Background: an optimization exercise with open tools, aiming at small area and a short achievable clock period. Do not read the settings as production practice. Function was checked by simulation only, so behaviour that the tests miss may differ from the original. Power and IR drop assume default switching activity.

<file path="design/flow/constraint.sdc">
create_clock -name core_clock -period 10.0 [get_ports {clk}]
set_input_delay 2.0000 -clock core_clock [delete_from_list [all_inputs] [get_ports {clk}]]
set_output_delay 2.0000 -clock core_clock [all_outputs]
set_load 0.01 [all_outputs]
</file>
<file path="design/flow/config.mk">
export PLATFORM = sky130hd
export DESIGN_NAME = SingleCPU
export DESIGN_NICKNAME = SingleCPU
export VERILOG_FILES = /design/flow/design.v
export SDC_FILE = /design/flow/constraint.sdc
export NUM_CORES = 4
export LEC_CHECK = 0
export CAP_MARGIN = 20
export CELL_PAD_IN_SITES_DETAIL_PLACEMENT = 3
export CELL_PAD_IN_SITES_GLOBAL_PLACEMENT = 4
export CORE_MARGIN = 2
export CORE_UTILIZATION = 25
export SLEW_MARGIN = 20
</file>
<file path="design/flow/run.sh">
#!/bin/bash
# synth_recipe.tcl (not shown) runs the flow's synth.tcl, then flattens the netlist and writes it again
# the make line also repeats each setting of config.mk as NAME=value (left out here)
make -C /OpenROAD-flow-scripts/flow DESIGN_CONFIG=/design/flow/config.mk WORK_HOME=/design/flow/orfs CLKGATE_MAP_FILE= SYNTH_SCRIPT=/design/flow/synth_recipe.tcl finish
</file>
<file path="design/flow/design.v">
`timescale 1ns/1ns
module Adder(data1, data2, data_o);
input [31:0]data1,data2;
output [31:0]data_o;
assign data_o = data1 + data2;
endmodule
`timescale 1ns/1ns
module MUX5(data1, data2, select, data_o);
input  [4:0] data1;
input  [4:0] data2;
input        select;
output [4:0] data_o;
assign data_o = (select == 0)?data1:data2;
endmodule
`timescale 1ns/1ns
module MUX32_2to1(data1, data2, select, data_o);
input  [31:0] data1;
input  [31:0] data2;
input         select;
output [31:0] data_o;
assign data_o = (select == 0)?data1:data2;
endmodule
`timescale 1ns/1ns
module Sign_Extend(data_i, data_o);
input  [15:0] data_i;
output [31:0] data_o;
assign data_o = (data_i[15] == 0)?{16'd0, data_i}:{16'd65535, data_i};
endmodule
module Control(
Op,
RegDst,
MemRead,
MemtoReg,
ALUOp,  
MemWrite,
ALUSrc,
RegWrite);
input [5:0]Op;
output reg RegDst,MemRead,MemtoReg,MemWrite,ALUSrc,RegWrite;
output reg [2:0]ALUOp;
always@(*)
begin
case(Op)
6'd20:		
begin
RegDst=1;
MemRead=0;
MemtoReg=1; 
ALUOp=2;
MemWrite=0;
ALUSrc=0;
RegWrite=1;
end
6'd41:
begin		 
RegDst=0;
MemRead=0;
MemtoReg=0; 
ALUOp=0;
MemWrite=1;
ALUSrc=1;
RegWrite=0;
end
6'd42:		 
begin
RegDst=0;
MemRead=1;
MemtoReg=0; 
ALUOp=0;
MemWrite=0;
ALUSrc=1;
RegWrite=1;
end
6'd39:		 
begin
RegDst=0;
MemRead=0;
MemtoReg=1; 
ALUOp=0;
MemWrite=0;
ALUSrc=1;
RegWrite=1;
end
6'd40:		 
begin
RegDst=0;
MemRead=0;
MemtoReg=1; 
ALUOp=1;
MemWrite=0;
ALUSrc=1;
RegWrite=1;
end
6'd25:		 
begin
RegDst=1;
MemRead=0;
MemtoReg=1; 
ALUOp=0;
MemWrite=0;
ALUSrc=1;
RegWrite=1;
end
6'd26:		 
begin
RegDst=1;
MemRead=0;
MemtoReg=1; 
ALUOp=0;
MemWrite=0;
ALUSrc=1;
RegWrite=1;
end
default:	 
begin
RegDst=0;
MemRead=0;
MemtoReg=0; 
ALUOp=0;
MemWrite=0;
ALUSrc=0;
RegWrite=0;
end
endcase
end
endmodule
module ALU_Control(
funct,
ALUOp,
operation);
input[5:0]funct;
input [2:0]ALUOp;
output reg [5:0]operation;
always@(*)
begin
case(ALUOp)
2:begin
	case(funct)
	9:operation=7;
	18:operation=14;
	27:operation=21;
	36:operation=28;
	default:operation=0;
	endcase
	end
0:operation=7;
1:operation=14;
default:operation=0;
endcase
end
endmodule
module ALUpro(
src1,
src2,
operation,
result,
zero);
input [31:0]src1,src2;
input [5:0]operation;
output reg [31:0]result;
output zero;
always@(*)
begin
case(operation)
7:result=src1+src2;
14:result=src1-src2;
21:result=src1&src2;
28:result=src1|src2;
default:result=32'b0;
endcase
end 
assign zero = (result==32'b0);
endmodule
module Register(
clk,
rst,
RSaddr,  
RTaddr,  
RDaddr,  
RDdata,  
RTdata,  
RegWrite,  
src1);  
input clk,rst,RegWrite;
input [4:0]RTaddr,RSaddr,RDaddr;
output reg [31:0]RDdata,RTdata;
input [31:0]src1;
reg [31:0]Register[31:0];
always@(negedge clk)
begin
if(rst)
begin
Register[0]<=0;
Register[1]<=75;
Register[2]<=543;
Register[3]<=74;
Register[4]<=57;
Register[5]<=29;
Register[6]<=77;
Register[7]<=83;
Register[8]<=117;
Register[9]<=82;
Register[10]<=37;
Register[11]<=53;
Register[12]<=43;
Register[13]<=107;
Register[14]<=122;
Register[15]<=305;
Register[16]<=123;
Register[17]<=171;
Register[18]<=307;
Register[19]<=24;
Register[20]<=32;
Register[21]<=75;
Register[22]<=369;
Register[23]<=374;
Register[24]<=75;
Register[25]<=75;
Register[26]<=74;
Register[27]<=369;
Register[28]<=22;
Register[29]<=500;
Register[30]<=1000;
Register[31]<=21;
end
else if(RegWrite)
	begin
	Register[RDaddr]<=src1;
	end
end
always@(*)
begin
RDdata=Register[RSaddr];
RTdata=Register[RTaddr];
end
endmodule
`timescale 1ns/1ns
module Data_Memory(clk, rst, addr, data, MemRead, MemWrite, DM_data);
input MemRead,MemWrite,clk,rst;
input [31:0]addr,data;
output [31:0]DM_data;
reg [7:0] Mem0 [31:0];
reg [7:0] Mem1 [31:0];
reg [7:0] Mem2 [31:0];
reg [7:0] Mem3 [31:0];
wire [1:0]off;
wire [4:0]row,rowp;
wire [4:0]r0,r1,r2,r3;
wire [7:0]q0,q1,q2,q3;
reg [7:0]b0,b1,b2,b3;
reg [7:0]d0,d1,d2,d3;
assign off = addr[1:0];
assign row = addr[6:2];
assign rowp = addr[6:2]+5'd1;
assign r0 = (off > 2'd0) ? rowp : row;
assign r1 = (off > 2'd1) ? rowp : row;
assign r2 = (off > 2'd2) ? rowp : row;
assign r3 = row;
assign q0 = Mem0[r0];
assign q1 = Mem1[r1];
assign q2 = Mem2[r2];
assign q3 = Mem3[r3];
always@(*)
begin
case(off)
2'd0: {b0,b1,b2,b3} = {q0,q1,q2,q3};
2'd1: {b0,b1,b2,b3} = {q1,q2,q3,q0};
2'd2: {b0,b1,b2,b3} = {q2,q3,q0,q1};
default: {b0,b1,b2,b3} = {q3,q0,q1,q2};
endcase
end
assign DM_data = (MemRead==1'b1)?{b0,b1,b2,b3}:32'b0;
always@(*)
begin
case(off)
2'd0: {d0,d1,d2,d3} = {data[31:24],data[23:16],data[15:8],data[7:0]};
2'd1: {d1,d2,d3,d0} = {data[31:24],data[23:16],data[15:8],data[7:0]};
2'd2: {d2,d3,d0,d1} = {data[31:24],data[23:16],data[15:8],data[7:0]};
default: {d3,d0,d1,d2} = {data[31:24],data[23:16],data[15:8],data[7:0]};
endcase
end
integer i;
always@(negedge clk)begin
		if(rst) begin
			for (i=0;i<32;i=i+1) begin
				Mem0[i] <= 8'b0;
				Mem1[i] <= 8'b0;
				Mem2[i] <= 8'b0;
				Mem3[i] <= 8'b0;
			end
		end
		else if(MemWrite==1'b1) begin
			Mem0[r0] <= d0;
			Mem1[r1] <= d1;
			Mem2[r2] <= d2;
			Mem3[r3] <= d3;
    		end
			end
endmodule
module IFID(intr,clk,rst,intrReg);
input clk,rst;
input [31:0]intr;
output reg [31:0]intrReg;
always@(posedge clk)
begin
if(rst)
intrReg<=32'b0;
else
intrReg<=intr;
end
endmodule
module IDEX(RegWrite,MemToReg,MemRead,MemWrite,RegDst,ALUOp,ALUSrc,
	clk,rst,RegWriteREG,MemToRegREG,MemReadREG,MemWriteREG,RegDstREG,ALUOpREG,ALUSrcREG,
	ReadData1,ReadData2,SignEx,In2016,IN1511,
	ReadData1REG,ReadData2REG,SignExREG,In2016REG,IN1511REG);
input clk,rst;
input [31:0]ReadData1,ReadData2,SignEx;
input	[4:0] In2016,IN1511;
input RegWrite,MemToReg,	MemRead,MemWrite,	RegDst,ALUSrc;
input [2:0]ALUOp;
output reg RegWriteREG,MemToRegREG,	MemReadREG,MemWriteREG,	RegDstREG,ALUSrcREG;
output reg[2:0]ALUOpREG;
output reg[31:0]ReadData1REG,ReadData2REG,SignExREG;
output	reg[4:0] In2016REG,IN1511REG;
always@(posedge clk)
begin
if(rst)
begin
RegWriteREG<=0;
MemToRegREG<=0;
MemReadREG<=0;
MemWriteREG<=0;
end
else
begin
RegWriteREG<=RegWrite;
MemToRegREG<=MemToReg;
MemReadREG<=MemRead;
MemWriteREG<=MemWrite;
end
RegDstREG<=RegDst;
ALUOpREG<=ALUOp;
ALUSrcREG<=ALUSrc;
ReadData1REG<=ReadData1;
ReadData2REG<=ReadData2;
SignExREG<=SignEx;
In2016REG<=In2016;
IN1511REG<=IN1511;
end
endmodule
module EXMEM(RegWrite,MemToReg,MemRead,MemWrite,clk,rst,RegWriteREG,MemToRegREG,MemReadREG,MemWriteREG
		,ALUresult,ReadData2,intr2011,ALUresultREG,ReadData2REG,intr2011REG);
input clk,rst;
input RegWrite,MemToReg,	MemRead,MemWrite;
input [31:0]ALUresult,ReadData2;
input [4:0]intr2011;
output reg RegWriteREG,MemToRegREG,	MemReadREG,MemWriteREG;
output reg[31:0]ALUresultREG,ReadData2REG;
output reg[4:0]intr2011REG;
always@(posedge clk)
begin
if(rst)
begin
RegWriteREG<=0;
MemToRegREG<=0;
MemReadREG<=0;
MemWriteREG<=0;
end
else
begin
RegWriteREG<=RegWrite;
MemToRegREG<=MemToReg;
MemReadREG<=MemRead;
MemWriteREG<=MemWrite;
end
ALUresultREG<=ALUresult;
ReadData2REG<=ReadData2;
intr2011REG<=intr2011;
end
endmodule
module MEMWB(RegWrite,MemToReg,clk,rst,RegWriteREG,MemToRegREG,
		ReadData,ALUresult,intr2011,ReadDataREG,ALUresultREG,intr2011REG);
input clk,rst;
input RegWrite,MemToReg;
input [31:0]ReadData,ALUresult;
input [4:0]intr2011;
output reg RegWriteREG,MemToRegREG;
output reg[31:0]ReadDataREG,ALUresultREG;
output reg[4:0]intr2011REG;
always@(posedge clk)
begin
if(rst)
begin
RegWriteREG<=0;
MemToRegREG<=0;
end
else
begin
RegWriteREG<=RegWrite;
MemToRegREG<=MemToReg;
end
ReadDataREG<=ReadData;
ALUresultREG<=ALUresult;
intr2011REG<=intr2011;
end
endmodule
module SingleCPU(
Addr_in,
clk,
rst,
instr_i,
Addr_o,
wb_we,
wb_addr,
wb_data);
input [31:0]Addr_in;
input clk;
input rst;
input [31:0]instr_i;
output  [31:0]Addr_o;
output wb_we;
output [4:0]wb_addr;
output [31:0]wb_data;
wire [31:0]intrO;
wire [31:0]intrA;
wire [31:0]SignexA;
wire RegWriteA,MemToRegA,	MemReadA,MemWriteA,RegDstA,ALUSrcA;
wire [31:0]ReadData1A,ReadData2A;
wire [2:0]ALUOpA;
wire RegWriteB,MemToRegB,	MemReadB,MemWriteB,RegDstB,ALUSrcB;
wire [2:0]ALUOpB;
wire [31:0]ReadData1B,ReadData2B;
wire [20:0]instrB;
wire [31:0]SignexB;
wire [31:0]mux321B;
wire [5:0]ALUopB;
wire [4:0]mux5B;
wire [31:0]ALUresultB;
wire a;
wire MemReadC,MemWriteC,RegWriteC,MemToRegC;
wire [31:0]ALUresultC;
wire [31:0]ReadData2C;
wire [31:0]ReaddataC;
wire [4:0]mux5C;
wire RegWriteD,MemToRegD;
wire [31:0]ReaddataD;
wire [31:0]ALUresultD;
wire [31:0]mux322D;
wire [4:0]mux5D;
assign wb_we = RegWriteD;
assign wb_addr = mux5D;
assign wb_data = mux322D;
Adder Adder1(.data1(Addr_in),
 .data2(32'b100),
 .data_o(Addr_o));
assign intrO = instr_i;
IFID IFID1(.intr(intrO),.intrReg(intrA),.clk(clk),.rst(rst));
Register Register1 ( 
 .clk(clk), 
 .rst(rst),
 .RSaddr(intrA[25:21]),   
 .RTaddr(intrA[20:16]),   
 .RDaddr(mux5D),    
 .RDdata(ReadData1A),   
 .RTdata(ReadData2A),   
 .RegWrite(RegWriteD),    
 .src1(mux322D));   
Sign_Extend Sign_Extend1(.data_i(intrA[15:0]),
.data_o(SignexA));
Control Control1(
.Op(intrA[31:26]),
.RegDst(RegDstA),
.MemRead(MemReadA),
.MemtoReg(MemToRegA),
.ALUOp(ALUOpA), 			
.MemWrite(MemWriteA),
.ALUSrc(ALUSrcA),
.RegWrite(RegWriteA));
IDEX IDEX1(.RegWrite(RegWriteA),.MemToReg(MemToRegA),.MemRead(MemReadA),.MemWrite(MemWriteA),.RegDst(RegDstA),.ALUOp(ALUOpA),.ALUSrc(ALUSrcA),
	.clk(clk),.rst(rst),.RegWriteREG(RegWriteB),.MemToRegREG(MemToRegB),.MemReadREG(MemReadB),.MemWriteREG(MemWriteB),.RegDstREG(RegDstB),.ALUOpREG(ALUOpB),.ALUSrcREG(ALUSrcB),
	.ReadData1(ReadData1A),.ReadData2(ReadData2A),.SignEx(SignexA),.In2016(intrA[20:16]),.IN1511(intrA[15:11]),
	.ReadData1REG(ReadData1B),.ReadData2REG(ReadData2B),.SignExREG(SignexB),.In2016REG(instrB[20:16]),.IN1511REG(instrB[15:11]));
MUX32_2to1 MUX32_2to11(.data1(ReadData2B),
.data2(SignexB),
.select(ALUSrcB),
.data_o(mux321B));
MUX5 MUX51(.data1(instrB[20:16]),
.data2(instrB[15:11]),
.select(RegDstB), 
.data_o(mux5B));
ALU_Control ALU_Control(
.funct(SignexB[5:0]),
.ALUOp(ALUOpB),
.operation(ALUopB));
ALUpro ALU_pro1(
.src1(ReadData1B),
.src2(mux321B),
.operation(ALUopB),
.result(ALUresultB),
.zero(a));
EXMEM EXMEM1(.RegWrite(RegWriteB),.MemToReg(MemToRegB),.MemRead(MemReadB),.MemWrite(MemWriteB),.clk(clk),.rst(rst),.RegWriteREG(RegWriteC),.MemToRegREG(MemToRegC),.MemReadREG(MemReadC),.MemWriteREG(MemWriteC)
,.ALUresult(ALUresultB),.ReadData2(ReadData2B),.intr2011(mux5B),.ALUresultREG(ALUresultC),.ReadData2REG(ReadData2C),.intr2011REG(mux5C));
Data_Memory Data_Memory1(.clk(clk), 
.rst(rst),
.addr(ALUresultC),
.data(ReadData2C),
.MemRead(MemReadC),
.MemWrite(MemWriteC),
.DM_data(ReaddataC));
MEMWB MEMWB1(.RegWrite(RegWriteC),.MemToReg(MemToRegC),.clk(clk),.rst(rst),.RegWriteREG(RegWriteD),.MemToRegREG(MemToRegD),.ReadData(ReaddataC),.ALUresult(ALUresultC),.intr2011(mux5C),.ReadDataREG(ReaddataD),.ALUresultREG(ALUresultD),.intr2011REG(mux5D));
MUX32_2to1 MUX32_2to12(.data1(ReaddataD),
.data2(ALUresultD),
.select(MemToRegD),
.data_o(mux322D));
endmodule
</file>
==> summary.txt <==
[registers in the layout (all words and copies together), names as in the netlist, 2 cells and up]
name	cells
IDEX1.ReadData2REG	32
Data_Memory1.Mem1	256
Data_Memory1.Mem0	256
Data_Memory1.Mem2	256
Register1.Register	1024
MEMWB1.intr2011REG	5
IFID1.intrReg	32
EXMEM1.ALUresultREG	32
IDEX1.ALUOpREG	2
IDEX1.ReadData1REG	32
MEMWB1.ReadDataREG	32
IDEX1.SignExREG	16
EXMEM1.intr2011REG	5
MEMWB1.ALUresultREG	32
EXMEM1.ReadData2REG	32
IDEX1.In2016REG	5
Data_Memory1.Mem3	256
[power breakdown]
group          total (mW)  internal, mW  switching [mW]
combinational        11.3          3.87            7.45
sequential           11.6          11.1           0.554
clock                15.4          8.04            7.39
[worst max-delay path, delay by kind of cell (launching register included)]
family                     cells  cell delay (ps)
and+or+nand+nor                5             2040
buffers and inverters          2              530
DFF                            1              460
adders and majority gates      1              460
[logic make-up after synthesis]
family                   synth area share
AND/OR/NAND/NOR                     0.113
flip-flops                          0.581
multiplexers                        0.230
buffers and inverters              0.0293
AO/OA/AOI/OAI                      0.0348
XOR/XNOR                          0.00584
adder cells (fa/ha/maj)           0.00641
[worst min-delay path by stage]
stage / cells past startpoint / slack, ps / start / endpoint
6_report: 0 / 330 / EXMEM1.ALUresultREG[28] / MEMWB1.ALUresultREG[28]
5_1_grt: 0 / 330 / EXMEM1.ALUresultREG[15] / MEMWB1.ALUresultREG[15]
4_1_cts: 0 / 330 / EXMEM1.ALUresultREG[20] / MEMWB1.ALUresultREG[20]
3_5_place_dp: 0 / 310 / EXMEM1.intr2011REG[3] / MEMWB1.intr2011REG[3]
3_3_place_gp: 0 / 310 / EXMEM1.ALUresultREG[28] / MEMWB1.ALUresultREG[28]
2_1_floorplan: 0 / 310 / IFID1.intrReg[0] / IDEX1.SignExREG[0]
[Yosys cell counts (42+ instances only)]
cell      number  area share
dfxtp_1      269       0.047
o21ai_0       91      0.0040
nor2_1      2061       0.067
edfxtp_1    2048        0.53
inv_1        106      0.0035
nand2_1      508       0.017
buf_1        108      0.0035
nand3_1       89      0.0039
a21oi_1       93      0.0040
nor3_1        42      0.0018
mux2_2       110       0.011
buf_2         71      0.0031
mux2i_1      568       0.049
clkbuf_1     447       0.015
xnor2_1       48      0.0037
nand2b_1     175      0.0095
mux4_2       865        0.17
buf_4         59      0.0038
nor2b_1       52      0.0028
a22oi_1       48      0.0031
[layout make-up]
cell class,count,area (µm²),share of cell area
Tap cell,6149,7690,0.0537
Multi-Input combinational cell,5360,45800,0.320
Clock inverter,2262,9790,0.0684
Sequential cell,2317,66900,0.468
Inverter,108,410,0.00287
Clock buffer,348,8370,0.0585
Timing Repair Buffer,447,4130,0.0288
Antenna cell,12,30.0,0.000210
[per-stage QoR]
stage               area, µm²  worst slack, ps  power, mW  cells  utilization
floorplan              115000              788       19.4   8479            -
global placement       125000              400       24.2  14379        0.272
detailed placement     125000              420       24.4  14382        0.272
CTS                    143000             1030       39.1  16991        0.312
global route           143000              925       40.5  16993        0.312
finish                 143000             1080       38.4  17003        0.312
[routing by layer]
layer | global-route usage | up-vias
met4 | 0.0804 | 2
met1 | 0.277 | 45559
met3 | 0.0373 | 694
li1 | - | 36086
met2 | 0.377 | 2236
met5 | 0 | -
==> flow_metrics.tcl <==
set metrics [dict create \
    synthFlopType "edfxtp_1" \
    top_layer_used "met5" \
    die_h_um 683 \
    routed-via-count 84577 \
    mostFrequentLayoutCells "2208 x inv_1, 2058 x nor2_1, 2048 x edfxtp_1, 865 x mux4_2, 534 x mux2i_1" \
    worstPathMaxFanout 25 \
    drt-pass1-iter-count 6 \
    ys_types 96 \
    cp.required_ps 5570 \
    wl_met3_um 20100 \
    final_common_cell "inv_1" \
    cap_violations 0 \
    cts_tree "done" \
    ctsResizeCount 0 \
    initial_core_util 0.251 \
    timing.rr.start "EXMEM1.ALUresultREG[3]" \
    post_drt_wl_per_cell_um 30.5 \
    rsz0062_at_grt "false" \
    grt_pass1_wl_um 736000 \
    max_slew_margin 0.155 \
    h-tree-depth 5 \
    max_slew.worst_pin.slew_ps 1270 \
    clkTransAtPathRegs_ps 60 \
    synth_edf_count 2048 \
    nFillCells 51459 \
    critPathCapture "Data_Memory1.Mem2[28][4]" \
    layout-drive-gt1-share 0.183 \
    post_cts_buffers 0 \
    finalNetCount 10700 \
    synth_cells 8479 \
    synth_area_mm2 0.115 \
    vdd_drop_max_uv 361 \
    clk_latency_ps 980 \
    grt_usage 0.219 \
    drt_iter0_markers 5964 \
    fp.dieW_um 683 \
    yosysWarnings 9 \
    crit_path_start_kind "flop" \
    numCtsBuffers 312 \
    regToRegSetupSlack_ps 1080 \
    status "no timing/DRC/antenna violations" \
    core-area_mm2 0.459 \
    drv_slew 0 \
    min_path_type "flop to flop" \
    cpMostUsedCell "nand2_1" \
    first_global_vias 99860 \
    grt_max_degree 113 \
    antenna_found_initial 43 \
    wl_met2_um 262000 \
    slowest_stage "nor3_1" \
    gp_congestion 0.816 \
    p_leak_nw 56.8 \
    setup_viol 0 \
    power_density_mw_per_mm2 268 \
    die_area_mm2 0.466 \
    ant_nets 0 \
    clock_sinks 2317 \
    yosysSeqAreaShare 0.581 \
    path_class "flop to flop" \
    worstRegToRegCells 8 \
    routed_wl_um 518000 \
    r2r_end "Data_Memory1.Mem2[28][4]" \
    dpl.hpwl_um 344000 \
    cp-end-kind "flop" \
    crit_path_max_incr_delay_ps 670 \
    grt-ovfl-total 0 \
    holdWs_ps 328 \
    ctsHoldBuffers 0 \
    drt-met1-wl_um 222000 \
    portBuffers 131 \
    syn-num-nets 8585 \
    rows 249 \
    ys_ff_latch 2317 \
    async_flop_share 0 \
    area_growth_pct 24.4 \
    vias_per_cell 4.97 \
    crit_chain "inv_1 -> ha_4 -> nand3_1 -> nand2_1 -> nor3_1 -> buf_4 -> nand2_1 -> nand2b_1" \
    skew_ps 63.3 \
    setup_tns_ps 0 \
    cts.path.max_buffers 4 \
    synth_area_per_cell_um2 13.6 \
    startpoint "EXMEM1.ALUresultREG[3]" \
    arrival_ps 4500 \
    clockRootBuffer "clkbuf_16" \
    ios 136 \
    finalHoldViolations 0 \
    drc 0 \
]
